This is an optimization exercise on Yosys and OpenROAD, whose aim is small area, not a production implementation. Only simulation tests tie the RTL to the original design; equivalence was not proved. Power figures rest on the tool's default switching activity, not on a simulated workload.

==> inputs of tundra <==
==> flow/design.v <==
module regfile2r1w(
	input clk,
	input reset,
	input [3:0] add1,
	input [3:0] add2,
	output [31:0] dataout1,
	output [31:0] dataout2,
	input  wen,
	input [3:0] addw,
	input [31:0] datain
);
reg ph;
always @(posedge clk)
	ph <= ~ph & reset;
wire [31:0] w = ~reset ? 32'hffffffff : (datain ^ {32{ph}});
wire [31:0] s1 [16:0];		 
wire [31:0] s2 [16:0];
assign s1[0] = 32'h0;
assign s2[0] = 32'h0;
genvar i;
generate
	for (i = 0; i < 16; i = i + 1) begin : g
		reg [31:0] q;
		wire ld = ~reset | (~wen & (addw == i));
		always @(posedge clk)
			q <= ~((q | {32{ld}}) & (w | {32{~ld}}));
		assign s1[i+1] = s1[i] | (q & {32{add1 == i}});
		assign s2[i+1] = s2[i] | (q & {32{add2 == i}});
	end
endgenerate
assign dataout1 = s1[16] ^ {32{ph}};
assign dataout2 = s2[16] ^ {32{ph}};
endmodule
==> flow/flow/run.sh <==
#!/bin/bash
# Own layout flow: the standard synthesis (for the flip-flops' names and cell
# types), then a hand-mapped netlist of the same design with those flip-flops
# (flow/gen_netlist.py) in place of the synthesised one, then the standard
# layout steps from floorplan to finish, with the storage array pre-placed
# (flow/place.tcl).
set -euo pipefail
R=orfs/results/${FLOW_PLATFORM}/regfile2r1w/base

bash standard.sh synth > synth_standard.log 2>&1
cp $R/1_2_yosys.v standard_1_2_yosys.v
python3 flow/gen_netlist.py standard_1_2_yosys.v netlist.v > gen_netlist.log 2>&1
cp netlist.v $R/1_2_yosys.v
rm -f $R/1_synth.odb $R/1_synth.sdc
touch $R/1_2_yosys.v

export PRE_GLOBAL_PLACE_SKIP_IO_TCL=$PWD/flow/place.tcl
export POST_GLOBAL_PLACE_TCL=$PWD/flow/unfix.tcl
bash standard.sh \
  "BUFFER_PORTS_ARGS=-buffer_cell sky130_fd_sc_hd__buf_1" \
  "CTS_ARGS=-sink_clustering_enable -repair_clock_nets -dont_use_dummy_load -buf_list sky130_fd_sc_hd__clkbuf_4 -sink_clustering_size 9 -sink_clustering_max_diameter 40" \
  finish > layout.log 2>&1
==> flow/flow/gen_netlist.py <==
#!/usr/bin/env python3
"""Writes a hand-mapped gate netlist of regfile2r1w (the phase-toggled register
file of rtl/regfile.v) on sky130_fd_sc_hd cells.

usage: gen_netlist.py STANDARD_NETLIST OUT_NETLIST

The flip-flops keep the instance names and cell type that the standard
synthesis (STANDARD_NETLIST) gave them; the script stops with an error if that
netlist's flip-flops are not exactly the ones written here.
"""
import re
import sys

P = "sky130_fd_sc_hd__"
cells = []
wires = []
n_inst = [0]


def wire(name):
    wires.append(name)
    return name


def cell(kind, pins, name=None):
    if name is None:
        n_inst[0] += 1
        name = "u%d" % n_inst[0]
    conn = ", ".join(".%s(%s)" % (p, s) for p, s in pins)
    cells.append("  %s%s %s (%s);" % (P, kind, name, conn))


def ffname(i, b):
    return "\\g[%d].q[%d]$_DFF_P_ " % (i, b)


# ---------------------------------------------------------------- phase
ph = wire("ph")
cell("dfxtp_1", [("CLK", "clk"), ("D", wire("ph_d")), ("Q", ph)], "\\ph$_DFF_P_ ")
cell("nor2b_1", [("A", ph), ("B_N", "reset"), ("Y", "ph_d")])   # ~ph & reset

# ---------------------------------------------------------------- write data: w = datain ^ ph
for b in range(32):
    cell("xor2_1", [("A", "datain[%d]" % b), ("B", ph), ("X", wire("w%d" % b))])
# for the read ports, ph is fanned out through two inverters, one per port
phn = [None]
for k in (1, 2):
    phn.append(wire("phn%d" % k))
    cell("inv_2", [("A", ph), ("Y", phn[k])])

# ---------------------------------------------------------------- write decode
# ld_i  = wr_i | ~reset   (load)
# ldn_i = ~(wr_i & reset) (keep; 1 under reset, so a reset loads 0)
rn = wire("rn")
cell("inv_1", [("A", "reset"), ("Y", rn)])
awn = []
for k in range(4):
    awn.append(wire("awn%d" % k))
    cell("inv_1", [("A", "addw[%d]" % k), ("Y", awn[k])])


def lit(bus, inv, k, v):
    # signal that is 0 when bit k equals v (for a NOR decoder)
    return inv[k] if v else "%s[%d]" % (bus, k)


wlo, whw, whr = [], [], []
for j in range(4):
    wlo.append(wire("wlo%d" % j))
    cell("nor2_1", [("A", lit("addw", awn, 1, j >> 1)), ("B", lit("addw", awn, 0, j & 1)), ("Y", wlo[j])])
for k in range(4):
    whw.append(wire("whw%d" % k))
    cell("nor3_1", [("A", "wen"), ("B", lit("addw", awn, 3, k >> 1)), ("C", lit("addw", awn, 2, k & 1)), ("Y", whw[k])])
    whr.append(wire("whr%d" % k))
    cell("nor4_1", [("A", "wen"), ("B", rn), ("C", lit("addw", awn, 3, k >> 1)), ("D", lit("addw", awn, 2, k & 1)), ("Y", whr[k])])
ld, ldn = [], []
for i in range(16):
    ld.append(wire("ld%d" % i))
    cell("a21o_2", [("A1", wlo[i & 3]), ("A2", whw[i >> 2]), ("B1", rn), ("X", ld[i])])
    ldn.append(wire("ldn%d" % i))
    cell("nand2_2", [("A", wlo[i & 3]), ("B", whr[i >> 2]), ("Y", ldn[i])])

# ---------------------------------------------------------------- storage
# q' = ~((ld | q) & (ldn | w)): not loaded -> ~q, loaded -> ~w, reset -> 0
for i in range(16):
    for b in range(32):
        q = wire("q_%d_%d" % (i, b))
        d = wire("d_%d_%d" % (i, b))
        cell("o22ai_1", [("A1", ld[i]), ("A2", q), ("B1", ldn[i]), ("B2", "w%d" % b), ("Y", d)],
             "nx_%d_%d" % (i, b))
        cell("dfxtp_1", [("CLK", "clk"), ("D", d), ("Q", q)], ffname(i, b))

# ---------------------------------------------------------------- read ports
for port, addr, out in ((1, "add1", "dataout1"), (2, "add2", "dataout2")):
    an = []
    for k in range(4):
        an.append(wire("a%dn%d" % (port, k)))
        cell("inv_1", [("A", "%s[%d]" % (addr, k)), ("Y", an[k])])
    lo, hi = [], []
    for j in range(4):
        lo.append(wire("r%dlo%d" % (port, j)))
        cell("nor2_1", [("A", lit(addr, an, 1, j >> 1)), ("B", lit(addr, an, 0, j & 1)), ("Y", lo[j])])
        hi.append(wire("r%dhi%d" % (port, j)))
        cell("nor2_1", [("A", lit(addr, an, 3, j >> 1)), ("B", lit(addr, an, 2, j & 1)), ("Y", hi[j])])
    nsel = []
    for i in range(16):
        nsel.append(wire("r%dns%d" % (port, i)))
        cell("nand2_2", [("A", lo[i & 3]), ("B", hi[i >> 2]), ("Y", nsel[i])])
    for b in range(32):
        ys = []
        for m in range(8):
            y = wire("r%dy_%d_%d" % (port, b, m))
            i0, i1 = 2 * m, 2 * m + 1
            cell("o22ai_1", [("A1", nsel[i0]), ("A2", "q_%d_%d" % (i0, b)),
                             ("B1", nsel[i1]), ("B2", "q_%d_%d" % (i1, b)), ("Y", y)],
                 "rd%d_%d_%d" % (port, m, b))
            ys.append(y)
        n1 = wire("r%dn1_%d" % (port, b))
        n2 = wire("r%dn2_%d" % (port, b))
        z = wire("r%dz_%d" % (port, b))
        cell("nor4_1", [("A", ys[0]), ("B", ys[1]), ("C", ys[2]), ("D", ys[3]), ("Y", n1)])
        cell("nor4_1", [("A", ys[4]), ("B", ys[5]), ("C", ys[6]), ("D", ys[7]), ("Y", n2)])
        cell("nand2_1", [("A", n1), ("B", n2), ("Y", z)])      # ~stored bit
        cell("xor2_1", [("A", z), ("B", phn[port]), ("X", "%s[%d]" % (out, b))])


def check_flops(path):
    want = set(["\\ph$_DFF_P_"] + ["\\g[%d].q[%d]$_DFF_P_" % (i, b) for i in range(16) for b in range(32)])
    got = {}
    text = open(path).read()
    for m in re.finditer(r"^\s*(sky130_fd_sc_hd__\w+)\s+(\\\S+|\w+)\s*\(", text, re.M):
        kind, name = m.group(1), m.group(2)
        if re.search(r"__(dfx|dfr|dfs|edf|sdf|dlx|dlr|sedf|dfb)", kind):
            got[name] = kind
    if set(got) != want or any(k != P + "dfxtp_1" for k in got.values()):
        sys.exit("gen_netlist: the standard synthesis's flip-flops differ from this netlist's: %d vs %d"
                 % (len(got), len(want)))


def main():
    check_flops(sys.argv[1])
    with open(sys.argv[2], "w") as f:
        f.write("module regfile2r1w(clk, reset, add1, add2, dataout1, dataout2, wen, addw, datain);\n")
        f.write("  input clk;\n  input reset;\n  input [3:0] add1;\n  input [3:0] add2;\n")
        f.write("  output [31:0] dataout1;\n  output [31:0] dataout2;\n")
        f.write("  input wen;\n  input [3:0] addw;\n  input [31:0] datain;\n")
        for w in wires:
            f.write("  wire %s;\n" % w)
        f.write("\n".join(cells))
        f.write("\nendmodule\n")


main()
==> flow/flow/place.tcl <==
# Structured pre-placement, run before the first global placement: the 512
# storage bits are laid out as an array. Registers 2m and 2m+1 share a band
# of rows; in it, bit b is a unit of the two flip-flops, their next-state
# gates and the two read gates of the pair. Units sit at the same place in
# every band, so a bit's column runs through all bands. The array cells are
# FIRM during global placement (unfix.tcl releases them afterwards).
set block [ord::get_db_block]
set rows {}
foreach r [$block getRows] { lappend rows [list [lindex [$r getOrigin] 1] $r] }
set rows [lsort -integer -index 0 $rows]
set nrows [llength $rows]
set site_w [[[lindex [lindex $rows 0] 1] getSite] getWidth]

set NB 8
set UPR 6
set RPB [expr {(32 + $UPR - 1) / $UPR}]
set first [expr {($nrows - $NB * $RPB) / 2}]
if {$first < 0} { error "place.tcl: $nrows rows are too few for the array" }

# blocked intervals (fixed cells, i.e. tap cells) per row y
array set blocked {}
foreach inst [$block getInsts] {
  if {[$inst isFixed]} {
    set bb [$inst getBBox]
    lappend blocked([$bb yMin]) [list [$bb xMin] [$bb xMax]]
  }
}

proc find_inst {name} {
  set i [[ord::get_db_block] findInst $name]
  if {$i eq "NULL"} { error "place.tcl: no instance $name" }
  return $i
}

set placed 0
for {set m 0} {$m < $NB} {incr m} {
  for {set b 0} {$b < 32} {incr b} {
    set r [expr {$first + $m * $RPB + $b / $UPR}]
    set k [expr {$b % $UPR}]
    set row [lindex [lindex $rows $r] 1]
    set y [lindex [lindex $rows $r] 0]
    set x0 [lindex [$row getOrigin] 0]
    set nsites [$row getSiteCount]
    # a unit is 52 sites, plus up to 16 more where a cell has to jump a tap
    set pitch [expr {($nsites - 68) / ($UPR - 1)}]
    set x [expr {$x0 + $k * $pitch * $site_w}]
    set i0 [expr {2 * $m}]
    set i1 [expr {2 * $m + 1}]
    # the database keeps the backslashes of the escaped Verilog names
    set f0 [format {g\[%d\].q\[%d\]$_DFF_P_} $i0 $b]
    set f1 [format {g\[%d\].q\[%d\]$_DFF_P_} $i1 $b]
    set names [list $f0 nx_${i0}_$b rd1_${m}_$b rd2_${m}_$b nx_${i1}_$b $f1]
    foreach n $names {
      set inst [find_inst $n]
      set w [[$inst getMaster] getWidth]
      set moved 1
      while {$moved} {
        set moved 0
        if {[info exists blocked($y)]} {
          foreach iv $blocked($y) {
            if {$x < [lindex $iv 1] && $x + $w > [lindex $iv 0]} { set x [lindex $iv 1]; set moved 1 }
          }
        }
      }
      if {$x + $w > $x0 + $nsites * $site_w} { error "place.tcl: row $r overflows" }
      $inst setOrient [$row getOrient]
      $inst setLocation $x $y
      $inst setPlacementStatus FIRM
      lappend blocked($y) [list $x [expr {$x + $w}]]
      set x [expr {$x + $w}]
      incr placed
    }
  }
}
puts "place.tcl: placed $placed array cells in rows $first..[expr {$first + $NB * $RPB - 1}] of $nrows"
==> flow/flow/unfix.tcl <==
# Releases the array cells that place.tcl fixed, once global placement is done.
set n 0
foreach inst [[ord::get_db_block] getInsts] {
  if {[$inst getPlacementStatus] eq "FIRM"} { $inst setPlacementStatus PLACED; incr n }
}
puts "unfix.tcl: released $n cells"
==> flow/standard.sh <==
#!/bin/bash
# synth_recipe.tcl (not shown) runs the flow's synth.tcl, then flattens the netlist and writes it again
# the make line also repeats each setting of config.mk as NAME=value (left out here)
make -C /OpenROAD-flow-scripts/flow DESIGN_CONFIG=/design/flow/config.mk WORK_HOME=/design/flow/orfs CLKGATE_MAP_FILE= SYNTH_SCRIPT=/design/flow/synth_recipe.tcl "${@:-finish}"
==> flow/config.mk <==
export PLATFORM = sky130hd
export DESIGN_NAME = regfile2r1w
export DESIGN_NICKNAME = regfile2r1w
export VERILOG_FILES = /design/flow/design.v
export SDC_FILE = /design/flow/constraint.sdc
export NUM_CORES = 4
export LEC_CHECK = 0
export CAP_MARGIN = 5
export CORE_MARGIN = 2
export CORE_UTILIZATION = 65
export GPL_TIMING_DRIVEN = 0
export SETUP_SLACK_MARGIN = 0.1
export SLEW_MARGIN = 5
==> flow/constraint.sdc <==
create_clock -name core_clock -period 5.0 [get_ports {clk}]
set_input_delay 1.0000 -clock core_clock [delete_from_list [all_inputs] [get_ports {clk}]]
set_output_delay 1.0000 -clock core_clock [all_outputs]
set_load 0.01 [all_outputs]
==> ember: changes against tundra <==
==> flow/flow/run.sh (replaced) <==
#!/bin/bash
# Own layout flow: the standard synthesis (for the flip-flops' names and cell
# types), then a hand-mapped netlist of the same design with those flip-flops
# (flow/gen_netlist.py) in place of the synthesised one, then the standard
# layout steps from floorplan to finish.
set -euo pipefail
R=orfs/results/${FLOW_PLATFORM}/regfile2r1w/base

bash standard.sh synth > synth_standard.log 2>&1
cp $R/1_2_yosys.v standard_1_2_yosys.v
python3 flow/gen_netlist.py standard_1_2_yosys.v netlist.v > gen_netlist.log 2>&1
cp netlist.v $R/1_2_yosys.v
rm -f $R/1_synth.odb $R/1_synth.sdc
touch $R/1_2_yosys.v

bash standard.sh \
  "BUFFER_PORTS_ARGS=-buffer_cell sky130_fd_sc_hd__buf_1" \
  "CTS_ARGS=-sink_clustering_enable -repair_clock_nets -dont_use_dummy_load -buf_list sky130_fd_sc_hd__clkbuf_4 -sink_clustering_size 9 -sink_clustering_max_diameter 40" \
  finish > layout.log 2>&1
--- a/flow/flow/gen_netlist.py
+++ b/flow/flow/gen_netlist.py
@@ -39,14 +39,14 @@
 cell("dfxtp_1", [("CLK", "clk"), ("D", wire("ph_d")), ("Q", ph)], "\\ph$_DFF_P_ ")
 cell("nor2b_1", [("A", ph), ("B_N", "reset"), ("Y", "ph_d")])   # ~ph & reset
 
-# ---------------------------------------------------------------- write data: w = datain ^ ph
-for b in range(32):
-    cell("xor2_1", [("A", "datain[%d]" % b), ("B", ph), ("X", wire("w%d" % b))])
-# for the read ports, ph is fanned out through two inverters, one per port
-phn = [None]
-for k in (1, 2):
+# ---------------------------------------------------------------- write data: w = datain ^ ph = xnor(datain, ~ph)
+# ph is fanned out through three inverters, each driving 32 XOR/XNOR inputs
+phn = []
+for k in range(3):
     phn.append(wire("phn%d" % k))
     cell("inv_2", [("A", ph), ("Y", phn[k])])
+for b in range(32):
+    cell("xnor2_1", [("A", "datain[%d]" % b), ("B", phn[0]), ("Y", wire("w%d" % b))])
 
 # ---------------------------------------------------------------- write decode
 # ld_i  = wr_i | ~reset   (load)
@@ -86,8 +86,7 @@
     for b in range(32):
         q = wire("q_%d_%d" % (i, b))
         d = wire("d_%d_%d" % (i, b))
-        cell("o22ai_1", [("A1", ld[i]), ("A2", q), ("B1", ldn[i]), ("B2", "w%d" % b), ("Y", d)],
-             "nx_%d_%d" % (i, b))
+        cell("o22ai_1", [("A1", ld[i]), ("A2", q), ("B1", ldn[i]), ("B2", "w%d" % b), ("Y", d)])
         cell("dfxtp_1", [("CLK", "clk"), ("D", d), ("Q", q)], ffname(i, b))
 
 # ---------------------------------------------------------------- read ports
@@ -112,8 +111,7 @@
             y = wire("r%dy_%d_%d" % (port, b, m))
             i0, i1 = 2 * m, 2 * m + 1
             cell("o22ai_1", [("A1", nsel[i0]), ("A2", "q_%d_%d" % (i0, b)),
-                             ("B1", nsel[i1]), ("B2", "q_%d_%d" % (i1, b)), ("Y", y)],
-                 "rd%d_%d_%d" % (port, m, b))
+                             ("B1", nsel[i1]), ("B2", "q_%d_%d" % (i1, b)), ("Y", y)])
             ys.append(y)
         n1 = wire("r%dn1_%d" % (port, b))
         n2 = wire("r%dn2_%d" % (port, b))
--- a/flow/config.mk
+++ b/flow/config.mk
@@ -7,7 +7,7 @@
 export LEC_CHECK = 0
 export CAP_MARGIN = 5
 export CORE_MARGIN = 2
-export CORE_UTILIZATION = 65
+export CORE_UTILIZATION = 70
 export GPL_TIMING_DRIVEN = 0
-export SETUP_SLACK_MARGIN = 0.1
+export SETUP_SLACK_MARGIN = 0.3
 export SLEW_MARGIN = 5
removed: flow/flow/place.tcl
removed: flow/flow/unfix.tcl
==> raven: changes against tundra <==
--- a/flow/flow/gen_netlist.py
+++ b/flow/flow/gen_netlist.py
@@ -118,8 +118,9 @@
         n1 = wire("r%dn1_%d" % (port, b))
         n2 = wire("r%dn2_%d" % (port, b))
         z = wire("r%dz_%d" % (port, b))
-        cell("nor4_1", [("A", ys[0]), ("B", ys[1]), ("C", ys[2]), ("D", ys[3]), ("Y", n1)])
-        cell("nor4_1", [("A", ys[4]), ("B", ys[5]), ("C", ys[6]), ("D", ys[7]), ("Y", n2)])
+        # even and odd register pairs, so that both NOR4s sit mid-column
+        cell("nor4_1", [("A", ys[0]), ("B", ys[2]), ("C", ys[4]), ("D", ys[6]), ("Y", n1)])
+        cell("nor4_1", [("A", ys[1]), ("B", ys[3]), ("C", ys[5]), ("D", ys[7]), ("Y", n2)])
         cell("nand2_1", [("A", n1), ("B", n2), ("Y", z)])      # ~stored bit
         cell("xor2_1", [("A", z), ("B", phn[port]), ("X", "%s[%d]" % (out, b))])
 
--- a/flow/flow/place.tcl
+++ b/flow/flow/place.tcl
@@ -12,7 +12,7 @@
 set site_w [[[lindex [lindex $rows 0] 1] getSite] getWidth]
 
 set NB 8
-set UPR 6
+set UPR 5
 set RPB [expr {(32 + $UPR - 1) / $UPR}]
 set first [expr {($nrows - $NB * $RPB) / 2}]
 if {$first < 0} { error "place.tcl: $nrows rows are too few for the array" }
@@ -41,9 +41,8 @@
     set y [lindex [lindex $rows $r] 0]
     set x0 [lindex [$row getOrigin] 0]
     set nsites [$row getSiteCount]
-    # a unit is 52 sites, plus up to 16 more where a cell has to jump a tap
-    set pitch [expr {($nsites - 68) / ($UPR - 1)}]
-    set x [expr {$x0 + $k * $pitch * $site_w}]
+    set pitch [expr {$nsites / $UPR}]
+    set x [expr {$x0 + ($k * $pitch + ($pitch - 52) / 2) * $site_w}]
     set i0 [expr {2 * $m}]
     set i1 [expr {2 * $m + 1}]
     # the database keeps the backslashes of the escaped Verilog names
==> violet: changes against tundra <==
--- a/flow/flow/gen_netlist.py
+++ b/flow/flow/gen_netlist.py
@@ -118,8 +118,9 @@
         n1 = wire("r%dn1_%d" % (port, b))
         n2 = wire("r%dn2_%d" % (port, b))
         z = wire("r%dz_%d" % (port, b))
-        cell("nor4_1", [("A", ys[0]), ("B", ys[1]), ("C", ys[2]), ("D", ys[3]), ("Y", n1)])
-        cell("nor4_1", [("A", ys[4]), ("B", ys[5]), ("C", ys[6]), ("D", ys[7]), ("Y", n2)])
+        # even and odd register pairs, so that both NOR4s sit mid-column
+        cell("nor4_1", [("A", ys[0]), ("B", ys[2]), ("C", ys[4]), ("D", ys[6]), ("Y", n1)])
+        cell("nor4_1", [("A", ys[1]), ("B", ys[3]), ("C", ys[5]), ("D", ys[7]), ("Y", n2)])
         cell("nand2_1", [("A", n1), ("B", n2), ("Y", z)])      # ~stored bit
         cell("xor2_1", [("A", z), ("B", phn[port]), ("X", "%s[%d]" % (out, b))])
 
--- a/flow/flow/place.tcl
+++ b/flow/flow/place.tcl
@@ -41,9 +41,8 @@
     set y [lindex [lindex $rows $r] 0]
     set x0 [lindex [$row getOrigin] 0]
     set nsites [$row getSiteCount]
-    # a unit is 52 sites, plus up to 16 more where a cell has to jump a tap
-    set pitch [expr {($nsites - 68) / ($UPR - 1)}]
-    set x [expr {$x0 + $k * $pitch * $site_w}]
+    set pitch [expr {$nsites / $UPR}]
+    set x [expr {$x0 + ($k * $pitch + ($pitch - 52) / 2) * $site_w}]
     set i0 [expr {2 * $m}]
     set i1 [expr {2 * $m + 1}]
     # the database keeps the backslashes of the escaped Verilog names
--- a/flow/config.mk
+++ b/flow/config.mk
@@ -7,7 +7,7 @@
 export LEC_CHECK = 0
 export CAP_MARGIN = 5
 export CORE_MARGIN = 2
-export CORE_UTILIZATION = 65
+export CORE_UTILIZATION = 70
 export GPL_TIMING_DRIVEN = 0
 export SETUP_SLACK_MARGIN = 0.1
 export SLEW_MARGIN = 5
==> out/metrics.cfg <==
[timing]
slew_headroom=0.1147
worstMarginPinSlew_ns=1.318
report.final.slew_viol_count=0
fin_crit_sh=0.9723

[global_route]
antenna_found_initial=1

[clock_network]
cts_tree=done
cts_max_level=3

[finish]
utilization=0.7741
clock_buffers=68

[status]
status=complete, no violations

[floorplan]
die_h_um=169.6

[placed_design]
pre_cts_slack_ns=0.5173

[power_and_ir_drop]
power_uw=8238
pwr-share-seq=0.574

[route]
routed_wirelength_mm=84.40

[critical_path]
cp-startpoint=add2[1]
endpoint_kind=primary output

The numbers above come from ember.

==> out/metrics.cfg <==
[clock_network]
cts_max_level=3

[global_route]
antenna_found_initial=2

[finish]
utilization=0.7221
clock_buffers=68

[job]
max-cap-violations=3

[timing]
report.final.slew_viol_count=51
slew_headroom=-0.1747

[floorplan]
die_h_um=175.8

[status]
status=complete, but fails checks
violations=max-capacitance violations, max-slew violations

[placed_design]
pre_cts_slack_ns=0.3819

The numbers above come from tundra.

==> out/metrics.cfg <==
[clock_network]
cts_max_level=3
post_cts_buffers=0
root_buffer=clkbuf_4

[status]
status=aborted with a tool error
failing_step=global routing
firstError=[ERROR GRT-0116] Global routing finished with congestion. Check the congestion regions in the DRC Viewer.

[synth]
yosys_warnings=1

[global_route]
grt_usage=0.6389
grt_first_pass_wirelength_mm=143.1

[floorplan]
die_h_um=175.8

[placed_design]
pre_cts_slack_ns=-0.05991
port_buffers=110

The numbers above come from raven.

==> out/metrics.cfg <==
[floorplan]
die_h_um=169.5
rows=60
die_x_um=169.5
start_util=0.7117

[status]
firstError=[ERROR GPL-0305] RePlAce diverged during gradient descent calculation, resulting in an invalid step length (Inf or NaN). This is often caused by numerical instability ...
status=aborted with a tool error
failing_step=global placement without I/O

[synth]
syn_area_per_cell_um2=9.923
syn_inst=1933

The numbers above come from violet.

==> what the ideal ports hide <==
No port has a modelled driver above. Below, the same layouts with a new extraction and two added sets of constraints.
Step 1: set_driving_cell puts a clkbuf_16 on clk and a buf_2 on each other input, an assumption about the parent block.
Step 2 adds t to the input delays and takes it off the output delays; t is the mean of the earliest and latest rising clock arrival at the registers after step 1. Input paths then give back, and output paths get back, about the clock's delay inside the block.
Three values: ideal, step 1, step 2; two values: the first two.
| run | shift t [ns] | setup slack, ns | hold slack, ns | latest minus earliest clock arrival (ns) | worst register clock-pin slew, ns |
|---|---|---|---|---|---|
| tundra | 0.780 | 0.284 / 0.258 / 0.258 | 0.473 / 0.473 / 0.473 | 0.091 / 0.091 | 0.11 / 0.11 |
| ember | 0.750 | 0.139 / 0.100 / 0.100 | 0.473 / 0.473 / 0.473 | 0.098 / 0.098 | 0.11 / 0.11 |
For ember, which loses most, drivers alone change the setup slack by -0.039 ns; drivers and shift together by -0.039 ns.
